This is an optimization exercise on Yosys and OpenROAD, whose aim is small area, not a production implementation.
Function was checked by simulation only, so behaviour that the tests miss may differ from the original.
Power figures rest on the tool's default switching activity, not on a simulated workload.

==> design.v <==
module display_chronometer #(parameter CLK_DIV = 100) (
    input            clk,
    input            rst,
    input            start,
    input            stop,
    input            restart,
    output [7:0]     hex_display,
    output [3:0]     an
);
   localparam IDLE = 2'd0, RUN = 2'd1, STOP = 2'd2, START = 2'd3;
   reg q1, q2;
   always @(posedge clk or posedge rst)
     if (rst) begin q1 <= 1'b0; q2 <= 1'b0; end
     else begin q1 <= start; q2 <= q1; end
   wire b_start   =  q2 & ~restart & ~stop;
   wire b_stop    = ~q2 & ~restart &  stop;
   wire b_restart = ~q2 &  restart & ~stop;
   reg [1:0]  st;
   reg [15:0] value;
   reg [6:0]  cnt;
   reg        wen, ren;
   reg [3:0]  wa;
   reg        busy, a10, we, ack;
   reg [15:0] data;
   reg [15:0] rdata;
   reg        warm0, warm1;
   reg [12:0] dcnt;
   wire [1:0] ph = dcnt[1:0];
   reg        init;                
   reg        cv, cpt, csr;         
   reg [1:0]  cage;
   reg [3:0]  ca;
   reg        ov;                  
   reg [3:0]  oa;
   reg        rp;                  
   reg [15:0] ring0 [0:3];
   reg [15:0] ring1 [0:3];
   reg [15:0] ring2 [0:3];
   reg [15:0] ring3 [0:3];
   wire take_wr  = ~busy & wen;
   wire take_rd  = ~busy & ~wen & ren;
   wire take_wr0 = take_wr & (st == STOP);
   wire ack_now  = busy & ack;
   wire busy_nxt = take_wr | take_rd | (busy & ~ack);
   wire warm_sel = a10 ? warm1 : warm0;
   wire [3:0] ta = wa - 4'd1;      
   wire [1:0] ev_c = ca[1:0] + ph;
   wire [1:0] ev_o = oa[1:0] + ph;
   wire [1:0] ev_t = ta[1:0] + ph;
   wire stay_stop = (st == STOP) & ~b_start & ~b_restart;
   wire tp        = (st == STOP) & b_start & ~busy_nxt;
   wire c_elig    = (cage == 2'd1) ? ~stay_stop : (cage == 2'd2) ? ~tp : 1'b1;
   wire commit_c  = cv & (ev_c == 2'd3) & c_elig;
   wire commit_o  = ov & (ev_o == 2'd3);
   wire [15:0] wsrc = (commit_o | csr) ? rdata : data;
   wire [3:0] wp;
   assign wp[0] = ~init | (commit_c & (ca[3:2] == 2'd0)) | (commit_o & (oa[3:2] == 2'd0));
   assign wp[1] = ~init | (commit_c & (ca[3:2] == 2'd1)) | (commit_o & (oa[3:2] == 2'd1));
   assign wp[2] = ~init | (commit_c & (ca[3:2] == 2'd2)) | (commit_o & (oa[3:2] == 2'd2));
   assign wp[3] = ~init | (commit_c & (ca[3:2] == 2'd3)) | (commit_o & (oa[3:2] == 2'd3));
   reg [15:0] tail;
   always @(*) begin
      case (ta[3:2])
        2'd0: tail = ring0[3];
        2'd1: tail = ring1[3];
        2'd2: tail = ring2[3];
        default: tail = ring3[3];
      endcase
   end
   wire rd_take_w = take_rd & warm0;
   wire rd_now    = (rd_take_w | rp) & (ev_t == 2'd3);
   wire byp       = (commit_c & ~cpt & (ca == ta)) | (commit_o & (oa == ta));
   wire [15:0] sample = byp ? wsrc : tail;
   integer k;
   always @(posedge clk) begin
      ring0[0] <= wp[0] ? wsrc : ring0[3];
      ring1[0] <= wp[1] ? wsrc : ring1[3];
      ring2[0] <= wp[2] ? wsrc : ring2[3];
      ring3[0] <= wp[3] ? wsrc : ring3[3];
      for (k = 1; k < 4; k = k + 1) begin
         ring0[k] <= ring0[k-1];
         ring1[k] <= ring1[k-1];
         ring2[k] <= ring2[k-1];
         ring3[k] <= ring3[k-1];
      end
   end
   always @(posedge clk or posedge rst) begin
      if (rst) begin
         st <= IDLE; wen <= 1'b0; ren <= 1'b0;
         busy <= 1'b0; ack <= 1'b0; data <= 16'd0;
         warm0 <= 1'b0; warm1 <= 1'b0;
         init <= 1'b0; cv <= 1'b0; csr <= 1'b0; ov <= 1'b0; rp <= 1'b0;
      end else begin
         case (st)
           IDLE: begin
              wen <= ~b_start;
              if (b_start) st <= RUN;
           end
           RUN: begin
              if (b_stop) begin
                 st <= STOP;
                 wen <= 1'b1;
              end else if (b_restart) begin
                 st <= IDLE;
              end else begin
                 wen <= (cnt == CLK_DIV);
              end
           end
           STOP: begin
              wen <= 1'b0;
              if (b_start) begin
                 st <= START;
                 ren <= 1'b1;
              end else if (b_restart) begin
                 st <= IDLE;
              end
           end
           START: begin
              ren <= 1'b0;
              if (ack_now) st <= RUN;
           end
         endcase
         if (take_wr) begin
            busy <= 1'b1;
            data <= value;
         end else if (take_rd) begin
            busy <= 1'b1;
         end else if (ack_now) begin
            busy <= 1'b0;
         end
         if (busy & ~ack) begin
            if (warm_sel) ack <= 1'b1;
            else if (a10) warm1 <= 1'b1;
            else warm0 <= 1'b1;
         end else begin
            ack <= 1'b0;
         end
         if (ph == 2'd3) init <= 1'b1;
         if (rd_now) rp <= 1'b0;
         else if (rd_take_w) rp <= 1'b1;
         if (commit_o) ov <= 1'b0;
         if (take_wr0) begin
            if (cv & ~commit_c) ov <= 1'b1;
            cv <= 1'b1;
            csr <= 1'b0;
         end else if (cv) begin
            if (commit_c) cv <= 1'b0;
            if (take_wr) csr <= 1'b1;
         end
      end
   end
   always @(posedge clk) begin
      case (st)
        IDLE: begin
           value <= 16'd0;
           cnt <= 7'd0;
        end
        RUN: begin
           if (~b_stop & ~b_restart) begin
              if (cnt == CLK_DIV) begin
                 value <= value + 16'd1;
                 cnt <= 7'd1;
              end else begin
                 cnt <= cnt + 7'd1;
              end
           end
        end
        STOP: begin
           if (b_start | b_restart) wa <= wa + 4'd1;
           if (b_start) value <= (ack_now & we) ? data : rdata;
        end
        default: ;
      endcase
      if (take_wr) begin
         a10 <= (st != STOP);
         we <= 1'b1;
      end else if (take_rd) begin
         a10 <= 1'b0;
         we <= 1'b0;
      end
      if (ack_now & we) rdata <= data;
      else if (take_rd & ~warm0) rdata <= 16'd0;    
      else if (rd_now) rdata <= sample;
      if (take_wr0) begin
         if (cv & ~commit_c) oa <= ca;
         ca <= wa;
         cage <= 2'd1;
         cpt <= 1'b0;
      end else if (cv) begin
         if (cage != 2'd3) cage <= cage + 2'd1;
         if (cage == 2'd2 && tp) cpt <= 1'b1;
      end
   end
   always @(posedge clk or posedge rst)
     if (rst) dcnt <= 13'd0;
     else dcnt <= dcnt + 13'd1;
   reg [3:0] digit;
   reg [3:0] an_r;
   always @(*) begin
      case (dcnt[12:11])
        2'b00: begin digit = data[3:0];   an_r = 4'b1110; end
        2'b01: begin digit = data[7:4];   an_r = 4'b1101; end
        2'b10: begin digit = data[11:8];  an_r = 4'b1011; end
        default: begin digit = data[15:12]; an_r = 4'b0111; end
      endcase
   end
   assign an = an_r;
   reg [6:0] seg;
   always @(*) begin
      case (digit)
        4'h0: seg = 7'b1000000;
        4'h1: seg = 7'b1111001;
        4'h2: seg = 7'b0100100;
        4'h3: seg = 7'b0110000;
        4'h4: seg = 7'b0011001;
        4'h5: seg = 7'b0010010;
        4'h6: seg = 7'b0000010;
        4'h7: seg = 7'b1111000;
        4'h8: seg = 7'b0000000;
        4'h9: seg = 7'b0010000;
        4'ha: seg = 7'b0001000;
        4'hb: seg = 7'b0000011;
        4'hc: seg = 7'b1000110;
        4'hd: seg = 7'b0100001;
        4'he: seg = 7'b0000110;
        default: seg = 7'b0001110;
      endcase
   end
   assign hex_display = {1'b1, seg};
endmodule
==> run.sh <==
#!/bin/bash
# synth_recipe.tcl (not shown) runs the flow's synth.tcl, then flattens the netlist and writes it again
# the make line also repeats each setting of config.mk as NAME=value (left out here)
make -C /OpenROAD-flow-scripts/flow DESIGN_CONFIG=/design/flow/config.mk WORK_HOME=/design/flow/orfs CLKGATE_MAP_FILE= SYNTH_SCRIPT=/design/flow/synth_recipe.tcl finish
==> config.mk <==
export PLATFORM = sky130hd
export DESIGN_NAME = display_chronometer
export DESIGN_NICKNAME = display_chronometer
export VERILOG_FILES = /design/flow/design.v
export SDC_FILE = /design/flow/constraint.sdc
export NUM_CORES = 4
export LEC_CHECK = 0
export CAP_MARGIN = 20
export CORE_MARGIN = 2
export CORE_UTILIZATION = 40
export CTS_BUF_LIST = sky130_fd_sc_hd__clkbuf_4 sky130_fd_sc_hd__clkbuf_8
export SLEW_MARGIN = 20
==> constraint.sdc <==
create_clock -name core_clock -period 10.0 [get_ports {clk}]
set_input_delay 2.0000 -clock core_clock [delete_from_list [all_inputs] [get_ports {clk}]]
set_output_delay 2.0000 -clock core_clock [all_outputs]
set_load 0.01 [all_outputs]
==> results.sh, run 1 <==
export IMPL_outcome="no timing/DRC/antenna violations"
export IMPL_intPower_mw=3.01
export IMPL_clkTransAtPathRegs_ns=0.06
export IMPL_synth_top_area_cell="dfxtp_1"
export IMPL_design_core_area_um2=30300
export IMPL_port_buffers=15
export IMPL_drt_initial_drc_count=401
export IMPL_synthFlopType="dfxtp_1"
export IMPL_pwr_share_clk_pct=30.3
export IMPL_die_area_um2=32100
export IMPL_cts_hold_buf=0
export IMPL_cts_tree="built"
export IMPL_fmax_mhz=197
export IMPL_wire_per_inst_um=16.1
export IMPL_dp_cells=1279
export IMPL_start_util_pct=40.4
export IMPL_combPwrFrac_pct=20.6
export IMPL_grt_pass1_wl_mm=35.9
export IMPL_crit_type="register to primary output"
export IMPL_antenna_found_initial=0
export IMPL_cts_buffers=54
export IMPL_grt_pass1_vias=6619
export IMPL_num_rows=64
export IMPL_ys_types=65
export IMPL_grt_max_degree=45
export IMPL_powerDensity_nw_per_um2=305
export IMPL_critPathMaxFanout=10
export IMPL_finalCritPeriodShare_pct=50.7
export IMPL_stdcell_count=1378
export IMPL_seqPwrFrac_pct=49.2
export IMPL_ir_drop_uv=116
export IMPL_async_flop_share_pct=12.4
export IMPL_syn_area_um2=12300
export IMPL_slew_violations=0
export IMPL_viasPerCell=4.85
export IMPL_relSlewSlack_pct=29.7
export IMPL_finalSetupViolations=0
export IMPL_maxCapViolCount=0
export IMPL_die_w_um=179
export IMPL_cts_sinks=356
export IMPL_insertion_delay_ns=0.61
export IMPL_cts_max_path_buffers=3
export IMPL_synth_nets=921
export IMPL_ios=17
export IMPL_hp_start="ring0[0][15]"
export IMPL_period_needed_ns=5.07
export IMPL_syn_to_final_growth_pct=14.3
export IMPL_nFillCells=2674
export IMPL_start_kind="register"
export IMPL_worstSetupEndpointType="primary output"
export IMPL_ys_seq_area_share_pct=64.2
export IMPL_dp_slack_ns=5.15
export IMPL_remaining_drc_errors=0
export IMPL_yosysWarnings=5
export IMPL_skew_ns=0.0356
export IMPL_worst_r2r_cell_count=7
export IMPL_hold_viol_final=0
export IMPL_r2r_end="ring2[0][12]"
export IMPL_post_cts_buffers=0
export IMPL_r2r_setup_slack_ns=6.71
export IMPL_hpwl_mm=14.0
export IMPL_holdPathStages=0
export IMPL_rsz0062_at_grt="no"
export IMPL_ant_nets=0
export IMPL_synth_area_leaders="dfxtp_1 (42%), edfxtp_1 (13%), dfrtp_1 (9.0%)"
export IMPL_worst_slack_ns=4.93
export IMPL_finalPower_mw=4.27
export IMPL_grt_ovfl_total=0
export IMPL_post_route_cells_drive_above_1_share_pct=22.8
export IMPL_wl_mm=22.1
export IMPL_via_count=6677
export IMPL_worst_pin_slew_ns=1.05
export IMPL_cts_resized_gates=0
export IMPL_yosys_area_top_type_share_pct=42.5
export IMPL_grt_total_usage_pct=14.3
export IMPL_synth_most_common_cell="dfxtp_1"
export IMPL_fin_nets=967
export IMPL_reg2reg_from="st[0]"
export IMPL_syn_inst=894
export IMPL_hold_path_end="ring0[1][15]"
export IMPL_root_buffer="clkbuf_8"
export IMPL_diodes=0
export IMPL_power_static_leakage_nw=5.73
export IMPL_swShare_pct=29.3
export IMPL_ys_ff_latch=356
export IMPL_synth_edff_count=52
export IMPL_die_height_um=179
export IMPL_arrival_ns=3.07
export IMPL_fin_hold_ws_ns=0.303
export IMPL_tns_ns=0
export IMPL_yosys_top_cells_count="dfxtp_1 (260), nand2_1 (82), mux2_2 (72), edfxtp_1 (52), dfrtp_1 (44)"
export IMPL_dr_pass1_iters=5
export IMPL_hp_class="register to register"
export IMPL_gp_congestion=0.765
export IMPL_cp_required_ns=8.00
export IMPL_syn_avg_cell_area_um2=13.7
export IMPL_h_tree_depth=2
export IMPL_power_net_switching_mw=1.25
## area by class of cell
| class | count | area (um^2) | share of cell area [%] |
|---|---|---|---|
| clock inverters | 14 | 158 | 1.13 |
| flip-flops and latches | 356 | 7870 | 56.2 |
| clock buffers | 84 | 1060 | 7.59 |
| well taps | 396 | 495 | 3.54 |
| repair buffers | 21 | 215 | 1.54 |
| multi-input cells | 487 | 4130 | 29.5 |
| inverters | 20 | 76.3 | 0.545 |
## layer usage
metal | up-vias | routed length, um | track usage (%) | part of all wire (%)
met5 | - | 0 | 0 | 0
li1 | 3262 | - | - | -
met1 | 3273 | 10900 | 20.2 | 49
met3 | 34 | 905 | 2.91 | 4.1
met4 | 0 | 380 | 4.44 | 1.7
met2 | 108 | 9930 | 22.1 | 45
## worst max-delay path by stage
stage | end | startpoint | slack (ns)
global placement | ring2[0][5] | stop | 5.21
CTS | hex_display[3] | dcnt[11] | 4.87
floorplan | hex_display[3] | dcnt[11] | 6.18
detailed placement | ring2[0][12] | stop | 5.15
finish | hex_display[3] | dcnt[11] | 4.93
global route | hex_display[3] | dcnt[11] | 4.69
## critical path: stages (launching register included)
cell and delay, ns:
dfrtp_1 0.59, mux4_2 0.64, inv_1 0.14, ha_1 0.17, inv_1 0.08, nor2_1 0.11
a211oi_1 0.06, a31oi_1 0.14, clkdlybuf4s50_1 0.55
## registers in the layout (all words and copies together) (netlist names), 2 cells and up
signal,count
data,16
ring1,64
rdata,16
cage,2
dcnt,13
wa,4
value,16
st,2
ring3,64
cnt,7
ring2,64
oa,4
ring0,64
ca,4
## layout by cell type, fill, tap and decap left out, types with 3 or more instances in the layout
cell type | Yosys | routed
dfxtp_1 | 260 | 260
nand2_1 | 82 | 82
mux2_2 | 72 | 72
clkbuf_8 | 0 | 69
edfxtp_1 | 52 | 52
dfrtp_1 | 44 | 44
nor2_1 | 32 | 32
a22oi_1 | 32 | 32
mux2i_1 | 31 | 31
xnor2_1 | 26 | 26
ha_1 | 22 | 22
mux4_2 | 20 | 20
inv_1 | 20 | 19
nand3_1 | 19 | 19
xor2_1 | 19 | 19
o22ai_1 | 17 | 17
clkbuf_4 | 0 | 15
clkdlybuf4s50_1 | 0 | 15
o21ai_0 | 13 | 12
nand2b_1 | 12 | 12
and3_1 | 10 | 10
mux2_4 | 10 | 10
a21oi_1 | 10 | 10
clkinv_2 | 0 | 8
buf_4 | 2 | 5
o21a_1 | 4 | 4
and2_1 | 3 | 3
nor3_1 | 3 | 3
nand4_1 | 3 | 3
a21boi_0 | 3 | 3
o21bai_1 | 3 | 3
## per-stage QoR
stage,utilization [%],instance area [um^2]
after detailed placement,42.0,12700
after global routing,46.1,14000
after global placement,42.0,12700
after CTS,46.0,14000
after floorplan,-,12300
final,46.1,14000
## cell families (layout without fill, tap and decap cells)
logic type / Yosys count / count (layout) / share of synthesized area [%]
DFF: 356 / 356 / 64.2
AOI/OAI and AO/OA: 101 / 101 / 6.31
xor gates and xnor gates: 49 / 49 / 3.96
muxes: 134 / 134 / 14.1
adders and majority gates: 22 / 22 / 2.25
other: 1 / 1 / 0.0306
buffers and inverters: 51 / 139 / 2.15
and+or+nand+nor: 180 / 180 / 6.95
## power groups by stage
stage	clock network (mW)	logic, mW	registers, mW
6_report	1.29	0.877	2.10
5_1_grt	1.39	0.978	2.15
4_1_cts	1.33	0.879	2.10
3_5_place_dp	0	0.874	2.12
3_3_place_gp	0	0.865	2.12
2_1_floorplan	0	0.666	2.04
==> run 2: changes to the inputs <==
==> flow/run.sh (new file) <==
#!/bin/bash
# Standard ORFS layout (the standard.sh, unchanged synthesis), with a
# lighter clock tree: clkbuf_4 leaf buffers, clusters of at most 10 sinks and
# no dummy loads.  Tool output goes to flow_make.log in the work folder; ORFS
# keeps each step's own log under orfs/logs/.
set -euo pipefail
export CTS_ARGS="-sink_clustering_enable -repair_clock_nets -dont_use_dummy_load -buf_list sky130_fd_sc_hd__clkbuf_4 -sink_clustering_size 10 -sink_clustering_max_diameter 35"
bash standard.sh > flow_make.log 2>&1
==> standard.sh (new file) <==
#!/bin/bash
# synth_recipe.tcl (not shown) runs the flow's synth.tcl, then flattens the netlist and writes it again
# the make line also repeats each setting of config.mk as NAME=value (left out here)
make -C /OpenROAD-flow-scripts/flow DESIGN_CONFIG=/design/flow/config.mk WORK_HOME=/design/flow/orfs CLKGATE_MAP_FILE= SYNTH_SCRIPT=/design/flow/synth_recipe.tcl "${@:-finish}"
--- a/config.mk
+++ b/config.mk
@@ -8,5 +8,4 @@
 export CAP_MARGIN = 20
 export CORE_MARGIN = 2
 export CORE_UTILIZATION = 40
-export CTS_BUF_LIST = sky130_fd_sc_hd__clkbuf_4 sky130_fd_sc_hd__clkbuf_8
 export SLEW_MARGIN = 20
removed: run.sh
==> results.sh, run 2 <==
export IMPL_cts_hold_buf=0
export IMPL_cts_resized_gates=0
export IMPL_post_cts_buffers=0
export IMPL_worstSetupEndpointType="primary output"
export IMPL_cts_max_path_buffers=3
export IMPL_viasPerCell=4.95
export IMPL_nFillCells=2748
export IMPL_hp_class="register to register"
export IMPL_grt_ovfl_total=0
export IMPL_arrival_ns=3.13
export IMPL_synth_top_area_cell="dfxtp_1"
export IMPL_stdcell_count=1329
export IMPL_swShare_pct=30.9
export IMPL_combPwrFrac_pct=24.3
export IMPL_synth_edff_count=52
export IMPL_cp_required_ns=8.00
export IMPL_syn_avg_cell_area_um2=13.7
export IMPL_die_area_um2=32100
export IMPL_start_kind="register"
export IMPL_synth_most_common_cell="dfxtp_1"
export IMPL_post_route_cells_drive_above_1_share_pct=18.7
export IMPL_regArea_um2=7870
export IMPL_syn_area_um2=12300
export IMPL_cts_sinks=356
export IMPL_grt_total_usage_pct=14.0
export IMPL_async_flop_share_pct=12.4
export IMPL_path_buf_inv=3
export IMPL_synth_top_family_by_area="multiplexers"
export IMPL_dp_cells=1279
export IMPL_period_needed_ns=5.13
export IMPL_pwr_share_clk_pct=17.8
export IMPL_syn_inst=894
export IMPL_hpwl_mm=14.0
export IMPL_power_net_switching_mw=1.12
export IMPL_finalCritPeriodShare_pct=51.3
export IMPL_skew_ns=0.0900
export IMPL_worst_pin_slew_ns=1.04
export IMPL_synth_area_leaders="dfxtp_1 (42%), edfxtp_1 (13%), dfrtp_1 (9.0%)"
export IMPL_dr_pass1_iters=4
export IMPL_synth_nets=921
export IMPL_outcome="no timing/DRC/antenna violations"
export IMPL_finalSetupViolations=0
export IMPL_max_stage_delay_ns=0.64
export IMPL_placed_area_um2=12700
export IMPL_layout_commonest_cell="dfxtp_1"
export IMPL_synth_simple_area_share_pct=6.95
export IMPL_seqPwrFrac_pct=58.0
export IMPL_hold_viol_final=0
export IMPL_synth_compound_area_share_pct=6.31
export IMPL_slew_violations=0
export IMPL_insertion_delay_ns=0.70
export IMPL_synthFlopType="dfxtp_1"
export IMPL_fmax_mhz=195
export IMPL_grt_pass1_vias=6478
export IMPL_grt_max_degree=45
export IMPL_fin_hold_ws_ns=0.271
export IMPL_yosys_top_cells_count="dfxtp_1 (260), nand2_1 (82), mux2_2 (72), edfxtp_1 (52), dfrtp_1 (44)"
export IMPL_cts_buffers=48
export IMPL_synthAdderAreaFrac_pct=2.25
export IMPL_fin_area_um2=13100
export IMPL_wl_mm=21.5
export IMPL_muxShareOfSynthArea_pct=14.1
export IMPL_ios=17
export IMPL_relSlewSlack_pct=30.3
export IMPL_mostFrequentLayoutCells="dfxtp_1 (260), nand2_1 (82), mux2_2 (72), edfxtp_1 (52), clkbuf_4 (48)"
export IMPL_crit_type="register to primary output"
export IMPL_via_count=6585
export IMPL_die_w_um=179
export IMPL_slowest_stage="mux4_2"
export IMPL_root_buffer="clkbuf_4"
export IMPL_tns_ns=0
export IMPL_ir_drop_uv=74.3
export IMPL_drt_initial_drc_count=361
export IMPL_yosysWarnings=5
export IMPL_design_core_area_um2=30300
export IMPL_intPower_mw=2.49
export IMPL_die_height_um=179
export IMPL_power_static_leakage_nw=5.30
export IMPL_gp_congestion=0.765
export IMPL_ys_ff_latch=356
export IMPL_wire_per_inst_um=16.2
export IMPL_cp_common_cell="inv_1"
export IMPL_grt_pass1_wl_mm=35.0
export IMPL_port_buffers=15
export IMPL_synth_xor_area_share_pct=3.96
export IMPL_ys_seq_area_share_pct=64.2
export IMPL_num_rows=64
export IMPL_h_tree_depth=2
export IMPL_critPathMaxFanout=10
export IMPL_yosys_area_top_type_share_pct=42.5
export IMPL_path_cells="mux4_2 -> inv_1 -> ha_1 -> inv_1 -> nor2_1 -> a211oi_1 -> a31oi_1 -> clkdlybuf4s50_1"
export IMPL_remaining_drc_errors=0
export IMPL_rsz0062_at_grt="no"
export IMPL_antenna_found_initial=1
export IMPL_fin_util_pct=43.3
export IMPL_maxCapViolCount=0
export IMPL_fin_nets=961
export IMPL_ant_nets=0
export IMPL_multi_input_area_um2=4130
export IMPL_powerDensity_nw_per_um2=275
export IMPL_start_util_pct=40.4
export IMPL_syn_to_final_growth_pct=7.28
export IMPL_clkTransAtPathRegs_ns=0.09
export IMPL_cts_tree="built"
export IMPL_path_delay_family="buffers and inverters"
export IMPL_ys_types=65
==> run 2: path summary, 6_finish.rpt <==
kind	cells past startpoint	slack, ns	endpoint	startpoint
max reg2reg	7	6.76	ring2[0][6]	st[0]
min reg2reg	0	0.27	ring1[2][12]	ring1[1][12]
max	8	4.87	hex_display[3]	dcnt[11]
min in group asynchronous	2	1.78	data[3]	rst
max in group asynchronous	2	7.70	data[12]	rst
min	0	0.27	ring1[2][12]	ring1[1][12]
==> run 2: power groups by stage <==
| stage | clock (mW) | combinational, mW | sequential, mW |
|---|---|---|---|
| final | 0.642 | 0.876 | 2.09 |
| after detailed placement | 0 | 0.874 | 2.12 |
| after global placement | 0 | 0.865 | 2.12 |
| after global routing | 0.735 | 0.977 | 2.14 |
| after CTS | 0.676 | 0.878 | 2.09 |
| after floorplan | 0 | 0.666 | 2.04 |
==> run 2: per-layer routing <==
layer  GRT usage (%)  wire length (um)  up-vias
li1                -                 -     3229
met5               0                 0        -
met3            2.86               965       28
met2            21.5              9450      117
met1            19.8             10700     3211
met4            4.23               359        0
==> run 2: stage by stage <==
| stage | setup WS (ns) | power, mW |
|---|---|---|
| 6_report | 4.87 | 3.61 |
| 5_1_grt | 4.61 | 3.85 |
| 4_1_cts | 4.79 | 3.65 |
| 3_5_place_dp | 5.15 | 3.00 |
| 3_3_place_gp | 5.21 | 2.98 |
| 2_1_floorplan | 6.18 | 2.70 |
==> run 2: layout make-up <==
class	count	share of cell area, %
Antenna cell	1	0.0190
Timing Repair Buffer	21	1.64
Inverter	20	0.581
Multi-Input combinational cell	487	31.4
Clock buffer	48	2.74
Sequential cell	356	59.8
Tap cell	396	3.77
==> run 2: worst register-to-register path: stages (launching register included) <==
cell and delay, ns:
dfrtp_1 0.42, inv_1 0.11, ha_1 0.51, and4bb_2 0.36
o211ai_2 0.13, o2111ai_4 0.34, o311a_1 0.85, mux2_2 0.42
==> run 2: kinds of logic (layout without fill, tap and decap cells) <==
logic type      Yosys count  after routing
compound gates          101            101
other cells               1              2
mux                     134            134
simple gates            180            180
fa+ha+maj                22             22
flops                   356            356
buf+inv                  51             89
xor+xnor                 49             49
==> run 3: changes to the inputs <==
--- a/design.v
+++ b/design.v
@@ -8,6 +8,7 @@
     output [3:0]     an
 );
    localparam IDLE = 2'd0, RUN = 2'd1, STOP = 2'd2, START = 2'd3;
+   localparam [6:0] CNT_0 = 7'b0000001, CNT_1 = 7'b0000010, CNT_TICK = 7'b0111011;
    reg q1, q2;
    always @(posedge clk or posedge rst)
      if (rst) begin q1 <= 1'b0; q2 <= 1'b0; end
@@ -103,7 +104,7 @@
               end else if (b_restart) begin
                  st <= IDLE;
               end else begin
-                 wen <= (cnt == CLK_DIV);
+                 wen <= (cnt == CNT_TICK);
               end
            end
            STOP: begin
@@ -153,15 +154,15 @@
       case (st)
         IDLE: begin
            value <= 16'd0;
-           cnt <= 7'd0;
+           cnt <= CNT_0;
         end
         RUN: begin
            if (~b_stop & ~b_restart) begin
-              if (cnt == CLK_DIV) begin
+              if (cnt == CNT_TICK) begin
                  value <= value + 16'd1;
-                 cnt <= 7'd1;
+                 cnt <= CNT_1;
               end else begin
-                 cnt <= cnt + 7'd1;
+                 cnt <= {cnt[5:0], cnt[6] ^ cnt[5]};
               end
            end
         end
==> flow/run.sh (replaced) <==
#!/bin/bash
# Layout flow: the standard layout (standard.sh) with two changes:
#  * synthesis runs synth_recipe.tcl with an area-oriented abc mapping script
#    (flow/synth.tcl, flow/area.abc); everything else in it is unchanged;
#  * clock tree: clkbuf_4 buffers, clusters of at most 10 sinks, no dummy
#    loads.
# Each tool's output: flow_synth.log and flow_make.log here, and ORFS's own
# per-step logs under orfs/logs/.
set -euo pipefail
W=$(pwd)
export FLOW_WORK=$W
export FLOW_ABC_SCRIPT=$W/flow/area.abc
# synthesis only, with our script; standard.sh then finds it done
make -C "$FLOW_HOME" DESIGN_CONFIG="$FLOW_CONFIG" WORK_HOME="$W/orfs" CLKGATE_MAP_FILE= \
  SYNTH_SCRIPT="$W/flow/synth.tcl" synth > flow_synth.log 2>&1
export CTS_ARGS="-sink_clustering_enable -repair_clock_nets -dont_use_dummy_load -buf_list sky130_fd_sc_hd__clkbuf_4 -sink_clustering_size 10 -sink_clustering_max_diameter 35"
bash standard.sh > flow_make.log 2>&1
==> flow/area.abc (new file) <==
&get -n
&st
&dch
&nf -C 32 -p -R 100 -F 10 -A 10 -a
&put
==> flow/synth.tcl (new file) <==
# The standard synthesis (synth_recipe.tcl, unchanged), with only the abc
# technology-mapping script swapped for an area-oriented one (flow/area.abc).
# Registers are mapped before abc runs, so they come out as in the standard
# synthesis.
proc abc {args} {
  set i [lsearch -exact $args -script]
  if {$i >= 0} { lset args [expr {$i + 1}] $::env(FLOW_ABC_SCRIPT) }
  yosys abc {*}$args
}
source $::env(FLOW_WORK)/synth_recipe.tcl
==> results.sh, run 3 <==
export IMPL_viasPerCell=5.03
export IMPL_mostFrequentLayoutCells="dfxtp_1 (260), nand2_1 (107), a21oi_1 (97), nor2_1 (86), edfxtp_1 (52)"
export IMPL_grt_ovfl_total=0
export IMPL_worst_slack_ns=4.43
export IMPL_layout_commonest_cell="dfxtp_1"
export IMPL_via_count=6921
export IMPL_finalSetupViolations=0
export IMPL_fmax_mhz=180
export IMPL_ios=17
export IMPL_synth_nets=949
export IMPL_worst_pin_slew_ns=1.06
export IMPL_fin_hold_ws_ns=0.262
export IMPL_design_core_area_um2=27800
export IMPL_yosys_area_top_type_share_pct=46.1
export IMPL_ys_seq_area_share_pct=69.7
export IMPL_start_kind="register"
export IMPL_gp_congestion=0.828
export IMPL_ys_types=49
export IMPL_fin_util_pct=44.7
export IMPL_clkTransAtPathRegs_ns=0.10
export IMPL_yosysWarnings=5
export IMPL_die_height_um=172
export IMPL_ant_nets=0
export IMPL_hpwl_mm=14.4
export IMPL_powerDensity_nw_per_um2=285
export IMPL_crit_type="register to primary output"
export IMPL_cp_required_ns=8.00
export IMPL_dp_cells=1328
export IMPL_h_tree_depth=2
export IMPL_hold_viol_final=0
export IMPL_synth_edff_count=52
export IMPL_synthFlopType="dfxtp_1"
export IMPL_cts_resized_gates=0
export IMPL_drt_initial_drc_count=476
export IMPL_syn_area_um2=11300
export IMPL_cts_hold_buf=0
export IMPL_die_w_um=172
export IMPL_worstSetupEndpointType="primary output"
export IMPL_period_needed_ns=5.57
export IMPL_slew_violations=0
export IMPL_antenna_found_initial=1
export IMPL_dp_slack_ns=4.76
export IMPL_arrival_ns=3.57
export IMPL_power_static_leakage_nw=5.05
export IMPL_post_route_cells_drive_above_1_share_pct=7.41
export IMPL_yosys_top_cells_count="dfxtp_1 (260), nand2_1 (107), a21oi_1 (97), nor2_1 (88), edfxtp_1 (52)"
export IMPL_remaining_drc_errors=0
export IMPL_cts_sinks=356
export IMPL_die_area_um2=29600
export IMPL_finalCritPeriodShare_pct=55.7
export IMPL_syn_avg_cell_area_um2=12.2
export IMPL_grt_pass1_vias=6711
export IMPL_relSlewSlack_pct=29.4
export IMPL_num_rows=61
export IMPL_grt_max_degree=45
export IMPL_start_util_pct=40.6
export IMPL_tns_ns=0
export IMPL_ys_ff_latch=356
export IMPL_fin_nets=1025
export IMPL_port_buffers=15
export IMPL_synth_top_area_cell="dfxtp_1"
export IMPL_hp_class="register to register"
export IMPL_async_flop_share_pct=12.4
export IMPL_syn_inst=924
export IMPL_post_cts_buffers=0
export IMPL_grt_pass1_wl_mm=36.8
export IMPL_grt_total_usage_pct=16.0
export IMPL_critPathMaxFanout=10
export IMPL_syn_to_final_growth_pct=9.96
export IMPL_dr_pass1_iters=6
export IMPL_ir_drop_uv=98.3
export IMPL_root_buffer="clkbuf_4"
export IMPL_placed_area_um2=12000
export IMPL_cts_buffers=48
export IMPL_synth_area_leaders="dfxtp_1 (46%), edfxtp_1 (14%), dfrtp_1 (9.8%)"
export IMPL_wire_per_inst_um=16.6
export IMPL_stdcell_count=1377
export IMPL_cts_max_path_buffers=3
export IMPL_maxCapViolCount=0
export IMPL_fin_area_um2=12400
export IMPL_outcome="no timing/DRC/antenna violations"
export IMPL_wl_mm=22.9
export IMPL_cts_tree="built"
export IMPL_skew_ns=0.0693
export IMPL_synth_most_common_cell="dfxtp_1"
export IMPL_finalPower_mw=3.54
export IMPL_rsz0062_at_grt="no"
export IMPL_insertion_delay_ns=0.68
-- run 3: metal layers --
| metal | routed length, um | part of all wire [%] | GRT usage (%) | vias to the layer above |
|---|---|---|---|---|
| met5 | 0 | 0 | 0 | - |
| met4 | 618 | 2.7 | 6.21 | 0 |
| met3 | 962 | 4.2 | 3.09 | 45 |
| met2 | 10000 | 44 | 23.9 | 145 |
| met1 | 11300 | 49 | 23.0 | 3283 |
| li1 | - | - | - | 3448 |
-- run 3: logic make-up (layout without fill, tap and decap cells) --
group | after synthesis | in the layout | share of synthesized area (%)
and+or+nand+nor | 260 | 260 | 10.1
AOI/OAI and AO/OA | 213 | 213 | 12.0
other | 1 | 2 | 0.0332
DFF | 356 | 356 | 69.7
xor gates and xnor gates | 30 | 30 | 2.33
buffers and inverters | 16 | 90 | 0.566
muxes | 28 | 28 | 3.04
adders and majority gates | 20 | 20 | 2.22
-- run 3: worst paths after layout --
path	startpoint	endpoint	slack (ns)	depth (start not counted)
max	dcnt[11]	hex_display[1]	4.43	5
min	ring0[2][7]	ring0[3][7]	0.26	0
max reg2reg	busy	rdata[12]	6.55	10
min reg2reg	ring0[2][7]	ring0[3][7]	0.26	0
max in group asynchronous	rst	ov	7.65	2
min in group asynchronous	rst	data[11]	1.78	2
-- run 3: report_power, final --
part	switching (mW)	total (mW)	internal, mW	leakage (nW)
registers	0.197	2.05	1.85	3.22
clock network	0.429	0.650	0.220	0.221
logic	0.521	0.842	0.322	1.60
total	1.15	3.54	2.39	5.05
-- run 3: critical path: stages, from the launching register on --
cell             delay (ns)
dfrtp_1                0.70
mux4_2                 0.65
clkinv_1               0.14
ha_1                   0.26
o32ai_1                0.51
clkdlybuf4s50_1        0.64
-- run 3: area by class of cell --
| class | count | area [um^2] |
|---|---|---|
| flip-flops and latches | 356 | 7870 |
| well taps | 378 | 473 |
| inverters | 15 | 57.6 |
| multi-input cells | 552 | 3410 |
| clock buffers | 48 | 360 |
| fillers | 2599 | 15400 |
| repair buffers | 27 | 240 |
| diodes | 1 | 2.50 |
==> run 4: changes to the inputs <==
--- a/design.v
+++ b/design.v
@@ -32,7 +32,7 @@
    reg [1:0]  cage;
    reg [3:0]  ca;
    reg        ov;                  
-   reg [3:0]  oa;
+   wire [3:0] oa = ca - 4'd1;
    reg        rp;                  
    reg [15:0] ring0 [0:3];
    reg [15:0] ring1 [0:3];
@@ -183,7 +183,6 @@
       else if (take_rd & ~warm0) rdata <= 16'd0;    
       else if (rd_now) rdata <= sample;
       if (take_wr0) begin
-         if (cv & ~commit_c) oa <= ca;
          ca <= wa;
          cage <= 2'd1;
          cpt <= 1'b0;
==> results.sh, run 4 <==
export IMPL_cts_sinks=352
export IMPL_wl_mm=21.8
export IMPL_synth_edff_count=48
export IMPL_cts_buffers=49
export IMPL_cts_resized_gates=0
export IMPL_ys_types=47
export IMPL_clkTransAtPathRegs_ns=0.10
export IMPL_slew_violations=0
export IMPL_stdcell_count=1346
export IMPL_async_flop_share_pct=12.5
export IMPL_cts_hold_buf=0
export IMPL_r2r_setup_slack_ns=6.42
export IMPL_tns_ns=0
export IMPL_grt_pass1_wl_mm=34.6
export IMPL_arrival_ns=3.31
export IMPL_dr_pass1_iters=7
export IMPL_skew_ns=0.0689
export IMPL_syn_to_final_growth_pct=9.86
export IMPL_period_needed_ns=5.31
export IMPL_cts_tree="built"
export IMPL_num_rows=61
export IMPL_syn_area_um2=11200
export IMPL_worst_pin_slew_ns=1.08
export IMPL_root_buffer="clkbuf_4"
export IMPL_ys_ff_latch=352
export IMPL_antenna_found_initial=1
export IMPL_port_buffers=15
export IMPL_design_core_area_um2=27600
export IMPL_hold_viol_final=0
export IMPL_insertion_delay_ns=0.67
export IMPL_h_tree_depth=2
export IMPL_powerDensity_nw_per_um2=294
export IMPL_fin_nets=995
export IMPL_cp_required_ns=8.00
export IMPL_nFillCells=2578
export IMPL_layout_commonest_cell="dfxtp_1"
export IMPL_die_w_um=171
export IMPL_rsz0062_at_grt="no"
export IMPL_ant_nets=0
export IMPL_worstSetupEndpointType="primary output"
export IMPL_synth_top_area_cell="dfxtp_1"
export IMPL_crit_type="register to primary output"
export IMPL_synth_most_common_cell="dfxtp_1"
export IMPL_cts_max_path_buffers=3
export IMPL_via_count=6757
export IMPL_drt_initial_drc_count=567
export IMPL_ios=17
export IMPL_hpwl_mm=13.6
export IMPL_wire_per_inst_um=16.2
export IMPL_yosys_top_cells_count="dfxtp_1 (260), nand2_1 (109), o21ai_0 (87), edfxtp_1 (48), a21oi_1 (46)"
export IMPL_syn_inst=892
export IMPL_power_static_leakage_nw=5.15
export IMPL_viasPerCell=5.02
export IMPL_finalPower_mw=3.61
export IMPL_ys_seq_area_share_pct=69.2
export IMPL_start_kind="register"
export IMPL_start_util_pct=40.5
export IMPL_post_route_cells_drive_above_1_share_pct=7.65
export IMPL_syn_avg_cell_area_um2=12.5
export IMPL_fmax_mhz=188
export IMPL_die_height_um=171
export IMPL_remaining_drc_errors=0
export IMPL_fin_util_pct=44.5
export IMPL_relSlewSlack_pct=27.3
export IMPL_ir_drop_uv=88.0
export IMPL_grt_total_usage_pct=15.1
export IMPL_grt_max_degree=45
export IMPL_maxCapViolCount=0
export IMPL_grt_pass1_vias=6519
export IMPL_critPathMaxFanout=10
export IMPL_grt_ovfl_total=0
export IMPL_die_area_um2=29300
export IMPL_finalCritPeriodShare_pct=53.1
export IMPL_outcome="no timing/DRC/antenna violations"
export IMPL_post_cts_buffers=0
export IMPL_synthFlopType="dfxtp_1"
export IMPL_yosys_area_top_type_share_pct=46.5
export IMPL_dp_cells=1296
export IMPL_synth_nets=918
export IMPL_gp_congestion=0.788
export IMPL_yosysWarnings=5
export IMPL_finalSetupViolations=0
export IMPL_synth_area_leaders="dfxtp_1 (47%), edfxtp_1 (13%), dfrtp_1 (9.8%)"
export IMPL_hp_class="register to register"
export IMPL_mostFrequentLayoutCells="dfxtp_1 (260), nand2_1 (109), o21ai_0 (87), clkbuf_4 (49), edfxtp_1 (48)"
-- run 4: through the flow --
stage	instance area [um^2]	setup WS [ns]	hold slack (ns)
2_1_floorplan	11200	5.21	0.310
3_3_place_gp	11900	4.44	0.310
3_5_place_dp	11900	4.36	0.312
4_1_cts	12300	4.59	0.296
5_1_grt	12300	4.53	0.285
6_report	12300	4.69	0.294
-- run 4: cell families (layout without fill, tap and decap cells) --
| logic type | Yosys count | in the layout | synth area share (%) |
|---|---|---|---|
| multiplexers | 45 | 45 | 4.76 |
| AO/OA/AOI/OAI | 210 | 210 | 11.8 |
| buffers and inverters | 17 | 92 | 0.604 |
| XOR/XNOR | 31 | 31 | 2.43 |
| other | 1 | 2 | 0.0335 |
| AND/OR/NAND/NOR | 215 | 215 | 8.81 |
| flip-flops | 352 | 352 | 69.2 |
| adder cells (fa/ha/maj) | 21 | 21 | 2.35 |
-- run 4: final timing paths --
kind                       cells after the start    startpoint        endpoint
max                                            5      dcnt[11]  hex_display[3]
min                                            0  ring3[2][12]    ring3[3][12]
max reg2reg                                   10         st[0]        rdata[2]
min reg2reg                                    0  ring3[2][12]    ring3[3][12]
max in group asynchronous                      2           rst         data[4]
min in group asynchronous                      2           rst         data[9]
-- run 4: power by group --
| group | switching, mW | total [mW] | internal, mW |
|---|---|---|---|
| Sequential | 0.218 | 2.13 | 1.91 |
| Combinational | 0.494 | 0.838 | 0.344 |
| Clock | 0.423 | 0.648 | 0.225 |
-- run 4: cell type report --
type	instances	area, um^2	area share (%)
Inverter	16	60.1	0.489
Multi-Input combinational cell	523	3400	27.7
Clock buffer	49	368	2.99
Antenna cell	1	2.50	0.0204
Tap cell	378	473	3.85
Timing Repair Buffer	27	240	1.95
Sequential cell	352	7750	63.0
-- run 4: worst max-delay path: stages, from the launching register on --
cell and delay (ns):
dfrtp_1 0.65, mux4_2 0.66, clkinv_1 0.15, ha_1 0.25, mux4_2 0.46, clkdlybuf4s50_1 0.50
-- run 4: layer usage --
layer  vias up  global-route usage [%]  share of wire [%]
met5         -                       0                  0
met4         0                    5.90                2.7
met3        58                    3.11                5.0
met2       134                    23.0                 43
met1      3221                    21.3                 49
li1       3344                       -                  -
==> run 5: changes to the inputs <==
--- a/flow/run.sh
+++ b/flow/run.sh
@@ -3,7 +3,9 @@
 #  * synthesis runs synth_recipe.tcl with an area-oriented abc mapping script
 #    (flow/synth.tcl, flow/area.abc); everything else in it is unchanged;
 #  * clock tree: clkbuf_4 buffers, clusters of at most 10 sinks, no dummy
-#    loads.
+#    loads;
+#  * port buffers (every input and output still gets one) are buf_1 cells
+#    instead of the default clkdlybuf4s50_1.
 # Each tool's output: flow_synth.log and flow_make.log here, and ORFS's own
 # per-step logs under orfs/logs/.
 set -euo pipefail
@@ -14,4 +16,5 @@
 make -C "$FLOW_HOME" DESIGN_CONFIG="$FLOW_CONFIG" WORK_HOME="$W/orfs" CLKGATE_MAP_FILE= \
   SYNTH_SCRIPT="$W/flow/synth.tcl" synth > flow_synth.log 2>&1
 export CTS_ARGS="-sink_clustering_enable -repair_clock_nets -dont_use_dummy_load -buf_list sky130_fd_sc_hd__clkbuf_4 -sink_clustering_size 10 -sink_clustering_max_diameter 35"
+export BUFFER_PORTS_ARGS="-buffer_cell sky130_fd_sc_hd__buf_1"
 bash standard.sh > flow_make.log 2>&1
--- a/config.mk
+++ b/config.mk
@@ -5,7 +5,7 @@
 export SDC_FILE = /design/flow/constraint.sdc
 export NUM_CORES = 4
 export LEC_CHECK = 0
-export CAP_MARGIN = 20
+export CAP_MARGIN = 0
 export CORE_MARGIN = 2
 export CORE_UTILIZATION = 40
-export SLEW_MARGIN = 20
+export SLEW_MARGIN = 0
==> results.sh, run 5 <==
export IMPL_wire_per_inst_um=16.3
export IMPL_ys_types=47
export IMPL_design_core_area_um2=27600
export IMPL_worst_pin_slew_ns=1.10
export IMPL_cp_required_ns=8.00
export IMPL_start_kind="register"
export IMPL_post_cts_buffers=0
export IMPL_finalPower_mw=3.59
export IMPL_fin_nets=996
export IMPL_die_w_um=171
export IMPL_grt_ovfl_total=0
export IMPL_synth_edff_count=48
export IMPL_cts_tree="built"
export IMPL_hp_start="ring0[0][6]"
export IMPL_hp_class="register to register"
export IMPL_r2r_setup_slack_ns=6.39
export IMPL_maxCapViolCount=0
export IMPL_start_util_pct=40.5
export IMPL_ant_nets=0
export IMPL_synth_nets=918
export IMPL_synth_most_common_cell="dfxtp_1"
export IMPL_mostFrequentLayoutCells="dfxtp_1 (260), nand2_1 (109), o21ai_0 (87), clkbuf_4 (50), edfxtp_1 (48)"
export IMPL_stdcell_count=1347
export IMPL_syn_inst=892
export IMPL_cts_hold_buf=0
export IMPL_reg2reg_from="q2"
export IMPL_via_count=6714
export IMPL_syn_area_um2=11200
export IMPL_hold_path_end="ring0[1][6]"
export IMPL_post_route_cells_drive_above_1_share_pct=7.75
export IMPL_fin_util_pct=44.2
export IMPL_ios=17
export IMPL_ys_ff_latch=352
export IMPL_grt_pass1_wl_mm=35.1
export IMPL_hold_viol_final=0
export IMPL_dp_cells=1296
export IMPL_root_buffer="clkbuf_4"
export IMPL_cts_sinks=352
export IMPL_grt_max_degree=45
export IMPL_grt_pass1_vias=6519
export IMPL_slew_violations=0
export IMPL_finalCritPeriodShare_pct=49.7
export IMPL_placed_area_um2=11800
export IMPL_viasPerCell=4.98
export IMPL_fin_area_um2=12200
export IMPL_synth_area_leaders="dfxtp_1 (47%), edfxtp_1 (13%), dfrtp_1 (9.8%)"
export IMPL_synth_top_area_cell="dfxtp_1"
export IMPL_power_static_leakage_nw=5.11
export IMPL_cts_buffers=50
export IMPL_period_needed_ns=4.97
export IMPL_hpwl_mm=14.0
export IMPL_gp_congestion=0.802
export IMPL_worstSetupEndpointType="primary output"
export IMPL_syn_avg_cell_area_um2=12.5
export IMPL_cts_max_path_buffers=3
export IMPL_critPathMaxFanout=10
export IMPL_yosys_area_top_type_share_pct=46.5
export IMPL_outcome="no timing/DRC/antenna violations"
export IMPL_synthFlopType="dfxtp_1"
export IMPL_h_tree_depth=2
export IMPL_ir_drop_uv=87.0
export IMPL_die_area_um2=29300
export IMPL_remaining_drc_errors=0
export IMPL_r2r_end="rdata[10]"
export IMPL_grt_total_usage_pct=15.3
export IMPL_insertion_delay_ns=0.68
export IMPL_crit_type="register to primary output"
export IMPL_finalSetupViolations=0
export IMPL_num_rows=61
export IMPL_antenna_found_initial=1
export IMPL_dr_pass1_iters=6
export IMPL_worst_r2r_cell_count=8
export IMPL_wl_mm=21.9
export IMPL_syn_to_final_growth_pct=9.09
export IMPL_async_flop_share_pct=12.5
export IMPL_yosys_top_cells_count="dfxtp_1 (260), nand2_1 (109), o21ai_0 (87), edfxtp_1 (48), a21oi_1 (46)"
export IMPL_tns_ns=0
export IMPL_rsz0062_at_grt="no"
export IMPL_skew_ns=0.0738
export IMPL_relSlewSlack_pct=25.7
export IMPL_port_buffers=15
export IMPL_cts_resized_gates=0
export IMPL_die_height_um=171
export IMPL_powerDensity_nw_per_um2=294
export IMPL_clkTransAtPathRegs_ns=0.10
export IMPL_drt_initial_drc_count=498
export IMPL_arrival_ns=2.97
export IMPL_holdPathStages=0
export IMPL_fmax_mhz=201
export IMPL_yosysWarnings=5
export IMPL_ys_seq_area_share_pct=69.2
export IMPL_layout_commonest_cell="dfxtp_1"
-- run 5: where the power goes --
part / internal [mW] / leakage [nW] / switching (mW)
Clock: 0.229 / 0.230 / 0.421
Combinational: 0.312 / 1.68 / 0.494
Sequential: 1.91 / 3.20 / 0.223
-- run 5: critical path, cell delays in order, from the launching register on --
cell,delay (ns)
dfrtp_1,0.66
mux4_2,0.65
clkinv_1,0.14
ha_1,0.25
mux4_2,0.45
buf_1,0.15
-- run 5: routing by layer --
| layer | GRT usage (%) | up-vias | part of all wire, % |
|---|---|---|---|
| met5 | 0 | - | 0 |
| met4 | 4.97 | 0 | 2.2 |
| met3 | 3.77 | 44 | 5.7 |
| met2 | 24.0 | 145 | 45 |
| met1 | 21.0 | 3178 | 48 |
| li1 | - | 3347 | - |
-- run 5: cells by family after synthesis --
group / Yosys count / synth area share [%]
other cells: 1 / 0.0335
mux: 45 / 4.76
compound gates: 210 / 11.8
simple gates: 215 / 8.81
flops: 352 / 69.2
buf+inv: 17 / 0.604
xor+xnor: 31 / 2.43
fa+ha+maj: 21 / 2.35
-- run 5: cell type report --
| class | count | area [um^2] |
|---|---|---|
| fillers | 2592 | 15400 |
| flip-flops and latches | 352 | 7750 |
| multi-input cells | 523 | 3400 |
| well taps | 378 | 473 |
| clock buffers | 50 | 375 |
| repair buffers | 27 | 146 |
| inverters | 16 | 60.1 |
| diodes | 1 | 2.50 |
-- run 5: worst max path at each step --
stage | to | cells past startpoint | from
2_1_floorplan | rdata[10] | 7 | restart
3_3_place_gp | rdata[11] | 9 | restart
3_5_place_dp | rdata[10] | 9 | stop
4_1_cts | hex_display[3] | 5 | dcnt[11]
5_1_grt | hex_display[3] | 5 | dcnt[11]
6_report | hex_display[3] | 5 | dcnt[11]
-- run 5: metrics by stage --
stage | hold WS (ns) | worst slack (ns)
after floorplan | 0.310 | 5.21
after global placement | 0.310 | 4.82
after detailed placement | 0.312 | 4.69
after CTS | 0.277 | 4.93
after global routing | 0.272 | 4.86
final | 0.278 | 5.03
==> run 6: changes to the inputs <==
--- a/design.v
+++ b/design.v
@@ -87,7 +87,7 @@
    end
    always @(posedge clk or posedge rst) begin
       if (rst) begin
-         st <= IDLE; wen <= 1'b0; ren <= 1'b0;
+         st <= IDLE; wen <= 1'b0; ren <= 1'b0; wa <= 4'd0;
          busy <= 1'b0; ack <= 1'b0; data <= 16'd0;
          warm0 <= 1'b0; warm1 <= 1'b0;
          init <= 1'b0; cv <= 1'b0; csr <= 1'b0; ov <= 1'b0; rp <= 1'b0;
@@ -109,6 +109,7 @@
            end
            STOP: begin
               wen <= 1'b0;
+              if (b_start | b_restart) wa <= wa + 4'd1;
               if (b_start) begin
                  st <= START;
                  ren <= 1'b1;
@@ -167,7 +168,6 @@
            end
         end
         STOP: begin
-           if (b_start | b_restart) wa <= wa + 4'd1;
            if (b_start) value <= (ack_now & we) ? data : rdata;
         end
         default: ;
--- a/flow/run.sh
+++ b/flow/run.sh
@@ -1,5 +1,5 @@
 #!/bin/bash
-# Layout flow: the standard layout (standard.sh) with two changes:
+# Layout flow: the standard layout (standard.sh) with these changes:
 #  * synthesis runs synth_recipe.tcl with an area-oriented abc mapping script
 #    (flow/synth.tcl, flow/area.abc); everything else in it is unchanged;
 #  * clock tree: clkbuf_4 buffers, clusters of at most 10 sinks, no dummy
==> results.sh, run 6 <==
export IMPL_outcome="no timing/DRC/antenna violations"
export IMPL_slew_violations=0
export IMPL_cts_buffers=48
export IMPL_placed_area_um2=11900
export IMPL_clkTransAtPathRegs_ns=0.09
export IMPL_wl_mm=21.8
export IMPL_ys_types=50
export IMPL_cts_sinks=352
export IMPL_fin_nets=1036
export IMPL_drt_initial_drc_count=590
export IMPL_finalCritPeriodShare_pct=50.1
export IMPL_num_rows=61
export IMPL_synth_edff_count=44
export IMPL_ant_nets=0
export IMPL_rsz0062_at_grt="no"
export IMPL_fmax_mhz=199
export IMPL_yosys_area_top_type_share_pct=46.4
export IMPL_worstSetupEndpointType="primary output"
export IMPL_crit_type="register to primary output"
export IMPL_cts_resized_gates=0
export IMPL_viasPerCell=4.95
export IMPL_powerDensity_nw_per_um2=311
export IMPL_period_needed_ns=5.01
export IMPL_dr_pass1_iters=5
export IMPL_synth_area_leaders="dfxtp_1 (46%), edfxtp_1 (12%), dfrtp_1 (11%)"
export IMPL_grt_max_degree=49
export IMPL_nFillCells=2568
export IMPL_r2r_setup_slack_ns=6.44
export IMPL_cts_hold_buf=0
export IMPL_antenna_found_initial=1
export IMPL_design_core_area_um2=27700
export IMPL_post_cts_buffers=0
export IMPL_synth_top_area_cell="dfxtp_1"
export IMPL_grt_pass1_vias=6774
export IMPL_die_height_um=172
export IMPL_synthFlopType="dfxtp_1"
export IMPL_grt_ovfl_total=0
export IMPL_cts_tree="built"
export IMPL_synth_nets=958
export IMPL_port_buffers=15
export IMPL_tns_ns=0
export IMPL_start_kind="register"
export IMPL_ys_ff_latch=352
export IMPL_dp_cells=1338
export IMPL_grt_pass1_wl_mm=35.4
export IMPL_hold_viol_final=0
export IMPL_yosysWarnings=5
export IMPL_fin_area_um2=12200
export IMPL_via_count=6869
export IMPL_synth_most_common_cell="dfxtp_1"
export IMPL_syn_to_final_growth_pct=9.12
export IMPL_remaining_drc_errors=0
export IMPL_cts_max_path_buffers=3
export IMPL_ir_drop_uv=102
export IMPL_ys_seq_area_share_pct=68.9
export IMPL_start_util_pct=40.5
export IMPL_mostFrequentLayoutCells="dfxtp_1 (260), nand2_1 (130), a21oi_1 (79), o21ai_0 (68), nor2_1 (54)"
export IMPL_critPathMaxFanout=10
export IMPL_fin_util_pct=44.2
export IMPL_root_buffer="clkbuf_4"
export IMPL_syn_avg_cell_area_um2=12.0
export IMPL_layout_commonest_cell="dfxtp_1"
export IMPL_insertion_delay_ns=0.67
export IMPL_skew_ns=0.0485
export IMPL_cp_required_ns=8.00
export IMPL_hp_class="register to register"
export IMPL_ios=17
export IMPL_die_area_um2=29400
export IMPL_hpwl_mm=13.9
export IMPL_syn_inst=932
export IMPL_finalSetupViolations=0
export IMPL_power_static_leakage_nw=5.05
export IMPL_h_tree_depth=2
export IMPL_async_flop_share_pct=13.6
export IMPL_post_route_cells_drive_above_1_share_pct=7.54
export IMPL_yosys_top_cells_count="dfxtp_1 (260), nand2_1 (130), a21oi_1 (81), o21ai_0 (69), nor2_1 (56)"
export IMPL_relSlewSlack_pct=32.3
export IMPL_syn_area_um2=11200
export IMPL_grt_total_usage_pct=15.3
export IMPL_wire_per_inst_um=15.7
export IMPL_arrival_ns=3.01
export IMPL_worst_pin_slew_ns=1.01
export IMPL_gp_congestion=0.828
export IMPL_maxCapViolCount=0
export IMPL_die_w_um=172
export IMPL_stdcell_count=1387
## run 6: cell count changes after synthesis, moves of 12 or more
| cell | previous run | this run |
|---|---|---|
| a21oi_1 | 46 | 81 |
| mux2_1 | 16 | 4 |
| nand2_1 | 109 | 130 |
| nor2_1 | 33 | 56 |
| o21ai_0 | 87 | 69 |
## run 6: metal layers
| layer | global-route usage (%) | wire length [um] |
|---|---|---|
| met3 | 2.95 | 1000 |
| met1 | 21.5 | 10800 |
| met2 | 23.4 | 9530 |
| met4 | 6.15 | 534 |
| met5 | 0 | 0 |
## run 6: path summary, 6_finish.rpt
kind | start | to | cells after the start
max reg2reg | busy | rdata[12] | 9
max in group asynchronous | rst | data[0] | 3
min in group asynchronous | rst | dcnt[3] | 3
min | ring0[2][8] | ring0[3][8] | 0
min reg2reg | ring0[2][8] | ring0[3][8] | 0
max | dcnt[11] | hex_display[3] | 5
## run 6: layout make-up
type | count | area (um^2) | share of cell area [%]
sequential | 352 | 7730 | 63.1
clock buffer | 48 | 360 | 2.94
inverter | 17 | 63.8 | 0.521
antenna | 1 | 2.50 | 0.0204
tap | 378 | 473 | 3.86
multi-input combinational | 562 | 3460 | 28.2
timing repair buffer | 29 | 161 | 1.32
## run 6: through the flow
stage,power (mW),hold slack [ns],worst slack (ns)
floorplan,2.81,0.310,4.02
global placement,3.17,0.310,5.23
detailed placement,3.19,0.312,5.04
CTS,3.84,0.283,4.90
global route,4.07,0.277,4.82
finish,3.80,0.280,4.99
## run 6: power by group
part	internal (mW)	total, mW	switching [mW]
clock network	0.221	0.638	0.418
logic	0.397	1.06	0.663
registers	1.89	2.11	0.216
total	2.51	3.80	1.30
## run 6: critical path, stage by stage (launching register included)
cell and delay [ns]:
dfrtp_1 0.70, mux4_2 0.67, clkinv_1 0.13, ha_1 0.25, mux4_2 0.47, buf_1 0.14
## run 6: cells by family (layout without fill, tap and decap cells)
kind of cell             Yosys count  in the layout  synth area share [%]
XOR/XNOR                          30             30                  2.34
AND/OR/NAND/NOR                  257            257                  10.1
multiplexers                      37             37                  3.90
buffers and inverters             18             94                 0.635
AO/OA/AOI/OAI                    216            216                  11.8
other                              1              2                0.0334
adder cells (fa/ha/maj)           21             21                  2.34
flip-flops                       352            352                  68.9
==> run 7: changes to the inputs <==
--- a/design.v
+++ b/design.v
@@ -29,7 +29,7 @@
    wire [1:0] ph = dcnt[1:0];
    reg        init;                
    reg        cv, cpt, csr;         
-   reg [1:0]  cage;
+   reg        cage1, cage2;        
    reg [3:0]  ca;
    reg        ov;                  
    wire [3:0] oa = ca - 4'd1;
@@ -50,7 +50,7 @@
    wire [1:0] ev_t = ta[1:0] + ph;
    wire stay_stop = (st == STOP) & ~b_start & ~b_restart;
    wire tp        = (st == STOP) & b_start & ~busy_nxt;
-   wire c_elig    = (cage == 2'd1) ? ~stay_stop : (cage == 2'd2) ? ~tp : 1'b1;
+   wire c_elig    = cage1 ? ~stay_stop : cage2 ? ~tp : 1'b1;
    wire commit_c  = cv & (ev_c == 2'd3) & c_elig;
    wire commit_o  = ov & (ev_o == 2'd3);
    wire [15:0] wsrc = (commit_o | csr) ? rdata : data;
@@ -70,7 +70,7 @@
    end
    wire rd_take_w = take_rd & warm0;
    wire rd_now    = (rd_take_w | rp) & (ev_t == 2'd3);
-   wire byp       = (commit_c & ~cpt & (ca == ta)) | (commit_o & (oa == ta));
+   wire byp       = (commit_c & ~cpt & (ca[3:2] == ta[3:2])) | (commit_o & (oa[3:2] == ta[3:2]));
    wire [15:0] sample = byp ? wsrc : tail;
    integer k;
    always @(posedge clk) begin
@@ -184,11 +184,13 @@
       else if (rd_now) rdata <= sample;
       if (take_wr0) begin
          ca <= wa;
-         cage <= 2'd1;
+         cage1 <= 1'b1;
+         cage2 <= 1'b0;
          cpt <= 1'b0;
       end else if (cv) begin
-         if (cage != 2'd3) cage <= cage + 2'd1;
-         if (cage == 2'd2 && tp) cpt <= 1'b1;
+         cage1 <= 1'b0;
+         cage2 <= cage1;
+         if (cage2 && tp) cpt <= 1'b1;
       end
    end
    always @(posedge clk or posedge rst)
==> results.sh, run 7 <==
export IMPL_outcome="no timing/DRC/antenna violations"
export IMPL_critPathMaxFanout=10
export IMPL_synth_compound_area_share_pct=10.8
export IMPL_muxShareOfSynthArea_pct=4.15
export IMPL_port_buffers=15
export IMPL_grt_total_usage_pct=15.9
export IMPL_arrival_ns=3.03
export IMPL_finalCritPeriodShare_pct=50.3
export IMPL_antenna_found_initial=1
export IMPL_cp_required_ns=8.00
export IMPL_synth_simple_area_share_pct=10.5
export IMPL_max_stage_delay_ns=0.69
export IMPL_remaining_drc_errors=0
export IMPL_power_static_leakage_nw=4.87
export IMPL_cp_common_cell="mux4_2"
export IMPL_cts_buffers=46
export IMPL_ios=17
export IMPL_die_w_um=171
export IMPL_async_flop_share_pct=13.6
export IMPL_synth_xor_area_share_pct=2.36
export IMPL_ant_nets=0
export IMPL_hp_class="register to register"
export IMPL_insertion_delay_ns=0.66
export IMPL_via_count=6836
export IMPL_yosysWarnings=5
export IMPL_crit_type="register to primary output"
export IMPL_cts_tree="built"
export IMPL_grt_max_degree=49
export IMPL_fin_hold_ws_ns=0.280
export IMPL_relSlewSlack_pct=7.55
export IMPL_worst_slack_ns=4.97
export IMPL_cts_resized_gates=0
export IMPL_worst_pin_slew_ns=1.39
export IMPL_clkTransAtPathRegs_ns=0.10
export IMPL_ys_seq_area_share_pct=69.4
export IMPL_syn_avg_cell_area_um2=12.1
export IMPL_cts_hold_buf=0
export IMPL_ir_drop_uv=108
export IMPL_synth_edff_count=44
export IMPL_path_buf_inv=2
export IMPL_yosys_top_cells_count="dfxtp_1 (260), nand2_1 (120), o21ai_0 (84), nor2_1 (67), a21oi_1 (50)"
export IMPL_fmax_mhz=199
export IMPL_m1WireLength_mm=11.0
export IMPL_start_util_pct=40.4
export IMPL_layout_commonest_cell="dfxtp_1"
export IMPL_synth_top_area_cell="dfxtp_1"
export IMPL_grt_pass1_wl_mm=36.5
export IMPL_syn_to_final_growth_pct=8.94
export IMPL_hpwl_mm=14.2
export IMPL_post_cts_buffers=0
export IMPL_syn_inst=921
export IMPL_wire_per_inst_um=16.2
export IMPL_path_cells="mux4_2 -> clkinv_1 -> ha_1 -> mux4_2 -> buf_1"
export IMPL_syn_area_um2=11100
export IMPL_ys_types=44
export IMPL_maxCapViolCount=0
export IMPL_finalPower_mw=3.72
export IMPL_slew_violations=0
export IMPL_die_height_um=171
export IMPL_grt_ovfl_total=0
export IMPL_h_tree_depth=2
export IMPL_skew_ns=0.0665
export IMPL_synth_top_family_by_area="compound AO/OA/AOI/OAI gates"
export IMPL_synthAdderAreaFrac_pct=2.02
export IMPL_tns_ns=0
export IMPL_slowest_stage="dfrtp_1"
export IMPL_wl_met3_mm=1.04
export IMPL_dr_pass1_iters=5
export IMPL_cts_sinks=352
export IMPL_die_area_um2=29200
export IMPL_mostFrequentLayoutCells="dfxtp_1 (260), nand2_1 (120), o21ai_0 (84), nor2_1 (65), a21oi_1 (49)"
export IMPL_synth_most_common_cell="dfxtp_1"
export IMPL_post_route_cells_drive_above_1_share_pct=7.04
export IMPL_rsz0062_at_grt="no"
export IMPL_ys_ff_latch=352
export IMPL_gp_congestion=0.774
export IMPL_num_rows=61
export IMPL_synth_area_leaders="dfxtp_1 (47%), edfxtp_1 (12%), dfrtp_1 (11%)"
export IMPL_grt_pass1_vias=6816
export IMPL_synthFlopType="dfxtp_1"
export IMPL_dp_slack_ns=4.82
export IMPL_finalSetupViolations=0
export IMPL_placed_area_um2=11800
export IMPL_cts_max_path_buffers=3
export IMPL_yosys_area_top_type_share_pct=46.8
export IMPL_worstSetupEndpointType="primary output"
export IMPL_powerDensity_nw_per_um2=307
export IMPL_fin_area_um2=12100
export IMPL_met2_length_mm=9.76
export IMPL_synth_nets=944
export IMPL_start_kind="register"
export IMPL_root_buffer="clkbuf_4"
export IMPL_path_delay_family="multiplexers"
export IMPL_period_needed_ns=5.03
export IMPL_design_core_area_um2=27600
export IMPL_hold_viol_final=0
export IMPL_wl_mm=22.3
export IMPL_viasPerCell=4.98
export IMPL_fin_nets=1019
export IMPL_top_layer_used="met4"
export IMPL_drt_initial_drc_count=461
[run 7: changes by cell type in the layout (fill, tap and decap cells not counted), moves of 6 or more]
cell,previous run,this run
a21oi_1,79,49
a21o_1,9,1
mux2_1,4,15
nand3_1,13,20
a31oi_1,2,12
nand2_1,130,120
o21ai_0,68,84
a221oi_1,9,0
a21boi_0,3,9
nor2_1,54,65
mux2i_1,28,18
[run 7: logic make-up after synthesis]
logic type | Yosys count
compound gates | 199
xor+xnor | 30
fa+ha+maj | 18
buf+inv | 19
flops | 352
mux | 38
other cells | 1
simple gates | 264
[run 7: final timing paths]
kind | start | to | slack (ns) | depth (start not counted)
setup / recovery | dcnt[11] | hex_display[3] | 4.97 | 5
hold / removal | ring1[2][7] | ring1[3][7] | 0.28 | 0
setup reg to reg | st[0] | rdata[12] | 6.41 | 12
hold reg to reg | ring1[2][7] | ring1[3][7] | 0.28 | 0
max in group asynchronous | rst | csr | 8.03 | 3
min in group asynchronous | rst | dcnt[5] | 1.49 | 3
[run 7: area by class of cell]
class	instances	area (um^2)
Timing Repair Buffer	28	154
Sequential cell	352	7730
Antenna cell	1	2.50
Inverter	18	67.6
Multi-Input combinational cell	550	3350
Tap cell	378	473
Fill cell	2574	15400
Clock buffer	46	345
[run 7: worst register-to-register path, delay by kind of cell (launching register included)]
kind                       cells  cell delay [ns]
AOI/OAI and AO/OA              3             1.24
and+or+nand+nor                6             0.78
adders and majority gates      1             0.46
buffers and inverters          2             0.46
DFF                            1             0.42
[run 7: layer usage]
metal	GRT usage [%]	up-vias
met5	0	-
met4	5.20	0
met3	3.17	45
met2	24.7	135
met1	22.4	3265
li1	-	3391
[run 7: through the flow]
stage / util (%) / instances
global placement: 42.7 / 1326
finish: 44.0 / 1373
CTS: 44.0 / 1372
floorplan: - / 921
global route: 44.0 / 1373
detailed placement: 42.7 / 1326
[run 7: where the power goes]
group / total [mW] / internal [mW] / switching, mW
registers: 2.08 / 1.87 / 0.207
clock network: 0.623 / 0.212 / 0.412
logic: 1.02 / 0.362 / 0.656
total: 3.72 / 2.45 / 1.27

-- re-timing with driven ports --
How much do the figures lean on ideal ports? The routed layouts below were timed once more, with nothing changed but the port constraints. Step 1: set_driving_cell puts a clkbuf_16 on clk and a buf_2 on each other input, an assumption about the parent block. Step 2, shift: input delay + t, output delay - t, t = (earliest + latest rising clock arrival at the registers) / 2. This alone moves slack from input paths to output paths. a / b / c = ideal ports / drivers / drivers and shift; a / b = the first two.
run | shift t [ns] | setup WS [ns] | hold slack, ns
run 1 | 0.636 | 4.933 / 4.889 / 5.179 | 0.303 / 0.303 / 0.303
run 2 | 0.691 | 4.872 / 4.832 / 5.194 | 0.271 / 0.271 / 0.271
run 3 | 0.683 | 4.432 / 4.394 / 4.739 | 0.262 / 0.262 / 0.262
run 4 | 0.676 | 4.689 / 4.649 / 4.371 | 0.294 / 0.294 / 0.294
run 5 | 0.681 | 5.035 / 4.996 / 4.591 | 0.278 / 0.278 / 0.278
run 6 | 0.682 | 4.986 / 4.947 / 5.026 | 0.280 / 0.280 / 0.280
run 7 | 0.666 | 4.974 / 4.933 / 4.866 | 0.280 / 0.280 / 0.280
After both steps setup and hold are still met in every run listed. The setup slack of run 5, which loses most, moves by -0.039 ns with the drivers and by -0.444 ns with both steps.
